From an optimization exercise on the open Yosys and OpenROAD flow, aimed at small area, a short achievable clock period and few clock cycles per item; shortcuts taken in it are not production practice.
The RTL was checked by simulation tests, not by an equivalence proof against the original design.

## violet
// chacha20
module chacha20(input wire clock,
                input wire reset,  
                input wire start,
                input  wire [255:0] key,
                input  wire [63:0] index,  
                input  wire [63:0] nonce,
                output reg done,
                output wire [511:0] out);
Size in the first run: ~6,200 cells after synthesis, about 520 flip-flops.
Settings: LEC_CHECK=0, CAP_MARGIN=15, CORE_MARGIN=2, CORE_UTILIZATION=35, SETUP_SLACK_MARGIN=2, SLEW_MARGIN=15; clock period 14.0 ns.
standard.sh (not shown) runs the stock make flow with config.mk's settings and CLKGATE_MAP_FILE= SYNTH_SCRIPT=/design/flow/synth_recipe.tcl, a recipe that flattens the netlist after the stock synthesis.
==> flow/flow/run.sh <==
#!/bin/bash
# The standard layout, with the port buffers made from the smallest buffer cell
# and a clock tree built without dummy loads.
set -euo pipefail
export BUFFER_PORTS_ARGS="-buffer_cell sky130_fd_sc_hd__buf_1"
export CTS_ARGS="-sink_clustering_enable -repair_clock_nets -sink_clustering_size 30 -sink_clustering_max_diameter 80 -dont_use_dummy_load"
bash standard.sh > standard_flow.log 2>&1
Testbench counts of violet, summed over its fixed seeds: cycles 5,376, blocks 256.
Input-level comparison between cedar and violet:
- SETUP_SLACK_MARGIN: 2 -> 2.5
- GPL_ROUTABILITY_DRIVEN: unset -> 0
==> flow/flow/run.sh <==
#!/bin/bash
# The standard layout, with three changes: the port buffers are the smallest
# buffer cell; after global placement each output port's buffer is moved next
# to the flip-flop that drives it, so the long wire to the pin hangs on the
# buffer and not on the flip-flop; and the clock tree has no dummy loads.
set -euo pipefail
export BUFFER_PORTS_ARGS="-buffer_cell sky130_fd_sc_hd__buf_1"
export CTS_ARGS="-sink_clustering_enable -repair_clock_nets -sink_clustering_size 30 -sink_clustering_max_diameter 80 -dont_use_dummy_load"
R=orfs/results/$FLOW_PLATFORM/chacha20/base
bash standard.sh "$PWD/$R/3_3_place_gp.odb" > standard_flow_place.log 2>&1
openroad -no_init -exit flow/move_obufs.tcl > move_obufs.log 2>&1
bash standard.sh > standard_flow.log 2>&1
==> flow/flow/move_obufs.tcl (new file) <==
# Move each output port buffer onto the flip-flop that drives it; detailed
# placement legalizes the positions later.
set odb orfs/results/$::env(FLOW_PLATFORM)/chacha20/base/3_3_place_gp.odb
read_db $odb
set block [ord::get_db_block]
set moved 0
foreach inst [$block getInsts] {
  if {![string match "output*" [$inst getName]]} continue
  set a [$inst findITerm A]
  if {$a eq "NULL"} continue
  set net [$a getNet]
  set drv ""
  foreach it [$net getITerms] { if {[$it isOutputSignal]} { set drv [$it getInst] } }
  if {$drv eq ""} continue
  lassign [$drv getLocation] x y
  $inst setLocation $x $y
  incr moved
}
puts "moved $moved output buffers"
write_db $odb
--- outcome ---
cedar did not stop at any stage, and its layout met the timing, DRC and antenna checks.
When the final numbers for cedar and violet were put side by side, the shortest period the worst path allows turned out to be smaller in cedar.
Looking only at worst setup slack after layout, and setting everything else aside, the lower value of cedar and violet goes to violet.
Diff cedar and violet: pin count of the biggest net entering global routing lower in violet
violet reports its destination of the critical timing path as y[5][29] while cedar reports y[5][11].
Re largest incremental delay on the critical path: violet was higher than cedar.
In cedar, CTS buffer count is lower than in violet.
From violet to cedar the numbers moved as follows: cell count fell 53.
Compared with violet, cedar shows area of the multi-input gates that has gone up by a few percent.
Slowest stage cell on the critical path = sky130_fd_sc_hd__fa_1: violet; slowest stage cell on the critical path = sky130_fd_sc_hd__fa_2: cedar
Cell area across cedar and violet: no real change.
What ember does differently from cedar at the input level:
- putting MIN_ROUTING_LAYER at met2 where nothing was set
==> run summary <==
- ember did not finish; a tool error ended it in global routing (5_1_grt).
- Between ember and cedar, the post-synthesis mux area share does not differ in any meaningful way.
- ~same clock buffer count from CTS in ember and cedar
- As far as post-synthesis sequential element count goes, cedar and ember are indistinguishable; the numbers are identical.
- Reported for ember and cedar, worst setup slack after placement turned out identical to the last digit.
- Compared cedar against ember; gate count of the mapped netlist within noise.
- [compare] base=cedar new=ember: number of cell rows held steady; post-synthesis compound-gate area fraction was more or less identical; estimated wirelength of the detail-placed design has remained practically unchanged.
Relative to ember, the following input files were edited for delta:
- changing SETUP_SLACK_MARGIN from 2.5 to 2.4
- removing MIN_ROUTING_LAYER (formerly met2)
## What came out
Diff delta..ember | number of library cell types mapped by synthesis | unchanged. When delta is set beside ember, its number of instances resized during post-cts repair turns out to be 20 smaller. From ember to delta, sequential fraction of the synthesis area did not move at all. Per the comparison of delta with ember, width of the chip held steady; number of buffers between clock root and the deepest sink saw little to no change; adder and majority gate portion of the synthesized area closely matched the old numbers; number of cells in the design after placement was more or less identical. Having completed the whole flow, delta delivered a layout that passed the timing, DRC and antenna checks. Share of synthesized registers carrying an async set or reset came out exactly the same in delta and ember. Diff ember..delta | basic-gate share of the synthesized area counting and, or, nand and nor cells | unchanged. Buffer count from post-CTS setup fixing on delta is down relative to ember.
### delta -> willow
- swapping 2.4 for 2.75 in SETUP_SLACK_MARGIN
## What came out
willow: flow complete, layout not clean; failing: max-capacitance violations. Via count of the first global-routing pass, delta and willow: higher on willow. In the tables for delta and willow, critical-path maximum fanout reads higher with delta. Summary of willow over delta: maximum clock frequency neither gained nor lost much; number of antenna violations at the first check in global routing lost about 10%; fraction of synthesis flops using an asynchronous set or reset pin neither gained nor lost much; worst-skew pair later-pin latency neither gained nor lost much. Delta(minimum clock period, willow - delta) < 0. Between delta and willow, the difference in wire length of the first global-routing pass is negligible. Summary of willow over delta: via count now larger; routed wire length now sits higher.
--- input diff willow..onyx ---
- changing SETUP_SLACK_MARGIN from 2.75 to 2.45
==> run summary <==
onyx reports a lower non-clock buffer count than willow does.
| global-route met2 utilization | willow vs onyx | ≈ equal |
In onyx, met1 wire length is lower than in willow.
Compared with willow, in onyx actual transition at the worst max-transition pin has decreased, fraction of the cycle the final worst path needs ~0 delta, peak clock frequency supported by timing shows no meaningful change.
onyx was carried through to the last stage, and its layout satisfied the timing, DRC and antenna checks.


The RTL this note starts from:
==> flow/design.v <==
`default_nettype none
module chacha20(input wire clock,
                input wire reset,  
                input wire start,
                input  wire [255:0] key,
                input  wire [63:0] index,  
                input  wire [63:0] nonce,
                output reg done,
                output wire [511:0] out);
    function automatic [31:0] LE32(input [31:0] a);
        LE32 = {a[7:0], a[15:8], a[23:16], a[31:24]};
    endfunction
function automatic [31:0] ADD(input [31:0] a, input [31:0] b);
    reg [31:0] p, g, pp, gg, c;
    begin
    p = a ^ b; g = a & b; pp = p; gg = g;
    gg[31] = gg[31] | (pp[31] & gg[30]); pp[31] = pp[31] & pp[30];
    gg[29] = gg[29] | (pp[29] & gg[28]); pp[29] = pp[29] & pp[28];
    gg[27] = gg[27] | (pp[27] & gg[26]); pp[27] = pp[27] & pp[26];
    gg[25] = gg[25] | (pp[25] & gg[24]); pp[25] = pp[25] & pp[24];
    gg[23] = gg[23] | (pp[23] & gg[22]); pp[23] = pp[23] & pp[22];
    gg[21] = gg[21] | (pp[21] & gg[20]); pp[21] = pp[21] & pp[20];
    gg[19] = gg[19] | (pp[19] & gg[18]); pp[19] = pp[19] & pp[18];
    gg[17] = gg[17] | (pp[17] & gg[16]); pp[17] = pp[17] & pp[16];
    gg[15] = gg[15] | (pp[15] & gg[14]); pp[15] = pp[15] & pp[14];
    gg[13] = gg[13] | (pp[13] & gg[12]); pp[13] = pp[13] & pp[12];
    gg[11] = gg[11] | (pp[11] & gg[10]); pp[11] = pp[11] & pp[10];
    gg[9] = gg[9] | (pp[9] & gg[8]); pp[9] = pp[9] & pp[8];
    gg[7] = gg[7] | (pp[7] & gg[6]); pp[7] = pp[7] & pp[6];
    gg[5] = gg[5] | (pp[5] & gg[4]); pp[5] = pp[5] & pp[4];
    gg[3] = gg[3] | (pp[3] & gg[2]); pp[3] = pp[3] & pp[2];
    gg[1] = gg[1] | (pp[1] & gg[0]); pp[1] = pp[1] & pp[0];
    gg[31] = gg[31] | (pp[31] & gg[29]); pp[31] = pp[31] & pp[29];
    gg[30] = gg[30] | (pp[30] & gg[29]); pp[30] = pp[30] & pp[29];
    gg[27] = gg[27] | (pp[27] & gg[25]); pp[27] = pp[27] & pp[25];
    gg[26] = gg[26] | (pp[26] & gg[25]); pp[26] = pp[26] & pp[25];
    gg[23] = gg[23] | (pp[23] & gg[21]); pp[23] = pp[23] & pp[21];
    gg[22] = gg[22] | (pp[22] & gg[21]); pp[22] = pp[22] & pp[21];
    gg[19] = gg[19] | (pp[19] & gg[17]); pp[19] = pp[19] & pp[17];
    gg[18] = gg[18] | (pp[18] & gg[17]); pp[18] = pp[18] & pp[17];
    gg[15] = gg[15] | (pp[15] & gg[13]); pp[15] = pp[15] & pp[13];
    gg[14] = gg[14] | (pp[14] & gg[13]); pp[14] = pp[14] & pp[13];
    gg[11] = gg[11] | (pp[11] & gg[9]); pp[11] = pp[11] & pp[9];
    gg[10] = gg[10] | (pp[10] & gg[9]); pp[10] = pp[10] & pp[9];
    gg[7] = gg[7] | (pp[7] & gg[5]); pp[7] = pp[7] & pp[5];
    gg[6] = gg[6] | (pp[6] & gg[5]); pp[6] = pp[6] & pp[5];
    gg[3] = gg[3] | (pp[3] & gg[1]); pp[3] = pp[3] & pp[1];
    gg[2] = gg[2] | (pp[2] & gg[1]); pp[2] = pp[2] & pp[1];
    gg[31] = gg[31] | (pp[31] & gg[27]); pp[31] = pp[31] & pp[27];
    gg[30] = gg[30] | (pp[30] & gg[27]); pp[30] = pp[30] & pp[27];
    gg[29] = gg[29] | (pp[29] & gg[27]); pp[29] = pp[29] & pp[27];
    gg[28] = gg[28] | (pp[28] & gg[27]); pp[28] = pp[28] & pp[27];
    gg[23] = gg[23] | (pp[23] & gg[19]); pp[23] = pp[23] & pp[19];
    gg[22] = gg[22] | (pp[22] & gg[19]); pp[22] = pp[22] & pp[19];
    gg[21] = gg[21] | (pp[21] & gg[19]); pp[21] = pp[21] & pp[19];
    gg[20] = gg[20] | (pp[20] & gg[19]); pp[20] = pp[20] & pp[19];
    gg[15] = gg[15] | (pp[15] & gg[11]); pp[15] = pp[15] & pp[11];
    gg[14] = gg[14] | (pp[14] & gg[11]); pp[14] = pp[14] & pp[11];
    gg[13] = gg[13] | (pp[13] & gg[11]); pp[13] = pp[13] & pp[11];
    gg[12] = gg[12] | (pp[12] & gg[11]); pp[12] = pp[12] & pp[11];
    gg[7] = gg[7] | (pp[7] & gg[3]); pp[7] = pp[7] & pp[3];
    gg[6] = gg[6] | (pp[6] & gg[3]); pp[6] = pp[6] & pp[3];
    gg[5] = gg[5] | (pp[5] & gg[3]); pp[5] = pp[5] & pp[3];
    gg[4] = gg[4] | (pp[4] & gg[3]); pp[4] = pp[4] & pp[3];
    gg[31] = gg[31] | (pp[31] & gg[23]); pp[31] = pp[31] & pp[23];
    gg[30] = gg[30] | (pp[30] & gg[23]); pp[30] = pp[30] & pp[23];
    gg[29] = gg[29] | (pp[29] & gg[23]); pp[29] = pp[29] & pp[23];
    gg[28] = gg[28] | (pp[28] & gg[23]); pp[28] = pp[28] & pp[23];
    gg[27] = gg[27] | (pp[27] & gg[23]); pp[27] = pp[27] & pp[23];
    gg[26] = gg[26] | (pp[26] & gg[23]); pp[26] = pp[26] & pp[23];
    gg[25] = gg[25] | (pp[25] & gg[23]); pp[25] = pp[25] & pp[23];
    gg[24] = gg[24] | (pp[24] & gg[23]); pp[24] = pp[24] & pp[23];
    gg[15] = gg[15] | (pp[15] & gg[7]); pp[15] = pp[15] & pp[7];
    gg[14] = gg[14] | (pp[14] & gg[7]); pp[14] = pp[14] & pp[7];
    gg[13] = gg[13] | (pp[13] & gg[7]); pp[13] = pp[13] & pp[7];
    gg[12] = gg[12] | (pp[12] & gg[7]); pp[12] = pp[12] & pp[7];
    gg[11] = gg[11] | (pp[11] & gg[7]); pp[11] = pp[11] & pp[7];
    gg[10] = gg[10] | (pp[10] & gg[7]); pp[10] = pp[10] & pp[7];
    gg[9] = gg[9] | (pp[9] & gg[7]); pp[9] = pp[9] & pp[7];
    gg[8] = gg[8] | (pp[8] & gg[7]); pp[8] = pp[8] & pp[7];
    gg[31] = gg[31] | (pp[31] & gg[15]); pp[31] = pp[31] & pp[15];
    gg[30] = gg[30] | (pp[30] & gg[15]); pp[30] = pp[30] & pp[15];
    gg[29] = gg[29] | (pp[29] & gg[15]); pp[29] = pp[29] & pp[15];
    gg[28] = gg[28] | (pp[28] & gg[15]); pp[28] = pp[28] & pp[15];
    gg[27] = gg[27] | (pp[27] & gg[15]); pp[27] = pp[27] & pp[15];
    gg[26] = gg[26] | (pp[26] & gg[15]); pp[26] = pp[26] & pp[15];
    gg[25] = gg[25] | (pp[25] & gg[15]); pp[25] = pp[25] & pp[15];
    gg[24] = gg[24] | (pp[24] & gg[15]); pp[24] = pp[24] & pp[15];
    gg[23] = gg[23] | (pp[23] & gg[15]); pp[23] = pp[23] & pp[15];
    gg[22] = gg[22] | (pp[22] & gg[15]); pp[22] = pp[22] & pp[15];
    gg[21] = gg[21] | (pp[21] & gg[15]); pp[21] = pp[21] & pp[15];
    gg[20] = gg[20] | (pp[20] & gg[15]); pp[20] = pp[20] & pp[15];
    gg[19] = gg[19] | (pp[19] & gg[15]); pp[19] = pp[19] & pp[15];
    gg[18] = gg[18] | (pp[18] & gg[15]); pp[18] = pp[18] & pp[15];
    gg[17] = gg[17] | (pp[17] & gg[15]); pp[17] = pp[17] & pp[15];
    gg[16] = gg[16] | (pp[16] & gg[15]); pp[16] = pp[16] & pp[15];
    c = {gg[30:0], 1'b0};
    ADD = p ^ c;
    end
endfunction
    localparam CONST = 128'h657870616e642033322d62797465206b;
    wire [511:0] init = {CONST, key, LE32(index[31:0]), LE32(index[63:32]), nonce};
    reg [4:0] i;  
    reg [31:0] y [0:15];  
    wire [31:0] xi [0:15];
    wire [31:0] h [0:15];
    wire ld = start;
    wire fa = i == 5'd19;
    genvar j;
    generate for (j = 0; j < 16; j = j + 1) begin: g_init
        assign xi[j] = LE32(init[511 - 32*j -: 32]);
    end endgenerate
    generate for (j = 0; j < 4; j = j + 1) begin: g_h2
        wire [31:0] a2 = ADD(y[j], y[4+j]);
        wire [31:0] t2 = y[12+j] ^ a2;
        wire [31:0] d2 = {t2[23:0], t2[31:24]};
        wire [31:0] c2 = ADD(y[8+j], d2);
        wire [31:0] t3 = y[4+j] ^ c2;
        wire [31:0] b2 = {t3[24:0], t3[31:25]};
        assign h[     (4-j)%4] = a2;
        assign h[4 +  (5-j)%4] = b2;
        assign h[8 +  (6-j)%4] = c2;
        assign h[12 + (7-j)%4] = d2;
    end endgenerate
    generate for (j = 0; j < 4; j = j + 1) begin: g_h1
        wire [31:0] ai = ld ? xi[j]    : h[j];
        wire [31:0] bi = ld ? xi[4+j]  : fa ? xi[j] : h[4+j];
        wire [31:0] ci = ld ? xi[8+j]  : h[8+j];
        wire [31:0] di = ld ? xi[12+j] : h[12+j];
        wire [31:0] s1 = ADD(ai, bi);
        wire [31:0] t0 = di ^ s1;
        wire [31:0] d1 = {t0[15:0], t0[31:16]};
        wire [31:0] s2 = ADD(ci, (fa ? xi[8+j] : d1));
        wire [31:0] t1 = bi ^ s2;
        wire [31:0] b1 = {t1[19:0], t1[31:20]};
        wire [31:0] fb = ADD(h[4+j], xi[4+j]);
        wire [31:0] fd = ADD(h[12+j], xi[12+j]);
        always @(posedge clock) begin
            y[j]    <= s1;
            y[4+j]  <= fa ? fb : b1;
            y[8+j]  <= s2;
            y[12+j] <= fa ? fd : d1;
        end
    end endgenerate
    always @(posedge clock) begin
        if (i != 5'd20) i <= i + 5'd1;
        if (start) i <= 5'd0;
        done <= fa;
        if (reset) begin
            i <= 5'd20;
            done <= 1'b0;
        end
    end
    generate for (j = 0; j < 16; j = j + 1) begin: g_out
        assign out[511 - 32*j -: 32] = LE32(y[j]);
    end endgenerate
endmodule
export LEC_CHECK = 0
export CAP_MARGIN = 30
export CORE_MARGIN = 2
export CORE_UTILIZATION = 45
export SETUP_SLACK_MARGIN = 2
export SLEW_MARGIN = 20
create_clock -name core_clock -period 14.0 [get_ports {clock}]
==> flow/flow/run.sh <==
#!/bin/bash
# The standard layout, with the port buffers made from the smallest buffer cell.
set -euo pipefail
export BUFFER_PORTS_ARGS="-buffer_cell sky130_fd_sc_hd__buf_1"
bash standard.sh > standard_flow.log 2>&1
Testbench counts at the start, summed over its fixed seeds: cycles 5,376, blocks 256.
Next try:
==> flow/flow/run.sh (replaced) <==
#!/bin/bash
# The standard layout, with three changes: the port buffers are the smallest
# buffer cell; after global placement each output port's buffer is moved next
# to the flip-flop that drives it, so the long wire to the pin hangs on the
# buffer and not on the flip-flop; and the clock tree has no dummy loads.
set -euo pipefail
export BUFFER_PORTS_ARGS="-buffer_cell sky130_fd_sc_hd__buf_1"
export CTS_ARGS="-sink_clustering_enable -repair_clock_nets -sink_clustering_size 30 -sink_clustering_max_diameter 80 -dont_use_dummy_load"
R=orfs/results/$FLOW_PLATFORM/chacha20/base
bash standard.sh "$PWD/$R/3_3_place_gp.odb" > standard_flow_place.log 2>&1
openroad -no_init -exit flow/move_obufs.tcl > move_obufs.log 2>&1
bash standard.sh > standard_flow.log 2>&1
==> flow/flow/move_obufs.tcl (new file) <==
# Move each output port buffer onto the flip-flop that drives it; detailed
# placement legalizes the positions later.
set odb orfs/results/$::env(FLOW_PLATFORM)/chacha20/base/3_3_place_gp.odb
read_db $odb
set block [ord::get_db_block]
set moved 0
foreach inst [$block getInsts] {
  if {![string match "output*" [$inst getName]]} continue
  set a [$inst findITerm A]
  if {$a eq "NULL"} continue
  set net [$a getNet]
  set drv ""
  foreach it [$net getITerms] { if {[$it isOutputSignal]} { set drv [$it getInst] } }
  if {$drv eq ""} continue
  lassign [$drv getLocation] x y
  $inst setLocation $x $y
  incr moved
}
puts "moved $moved output buffers"
write_db $odb
CAP_MARGIN = 15   (was 30)
CORE_UTILIZATION = 35   (was 45)
GPL_ROUTABILITY_DRIVEN = 0   (was not set)
SETUP_SLACK_MARGIN = 2.5   (was 2)
SLEW_MARGIN = 15   (was 20)
What happened:
- The new run completed with no timing, DRC or antenna violations
- maximum frequency falls by 0.63%
- count of clock-buffer cells in the layout falls by 59
- routed wire length rises by 8.5%
- flip-flop and latch count is unchanged

-- what the ideal ports hide --
Ports are ideal in the flow. The routed layouts listed here were re-timed in OpenROAD. Step 1, drivers: a clkbuf_16 drives clock and a buf_2 each remaining input, both assumed. Step 2 adds t to the input delays and takes it off the output delays; t is the mean of the earliest and latest rising clock arrival at the registers after step 1. Input paths then give back, and output paths get back, about the clock's delay inside the block. a / b / c = ideal ports / drivers / drivers and shift; a / b = the first two.
run	t, ns	setup slack, ns	hold slack, ns	latest minus earliest clock arrival (ns)	pins driven straight from the clock port
violet	0.779	2.170 / 2.170 / 2.170	0.607 / 0.607 / 0.607	0.089 / 0.089	1
cedar	0.759	2.549 / 2.549 / 2.549	0.592 / 0.592 / 0.592	0.124 / 0.124	1
delta	0.761	2.427 / 2.427 / 2.427	0.589 / 0.589 / 0.589	0.115 / 0.115	1
willow	0.756	2.454 / 2.454 / 2.454	0.590 / 0.590 / 0.590	0.125 / 0.126	1
onyx	0.754	2.435 / 2.435 / 2.435	0.589 / 0.589 / 0.589	0.123 / 0.124	1
the first run of note 2	0.748	2.152 / 2.152 / 2.152	0.591 / 0.591 / 0.591	0.041 / 0.041	1
the second run of note 2	0.753	2.076 / 2.076 / 2.076	0.581 / 0.581 / 0.581	0.117 / 0.118	1
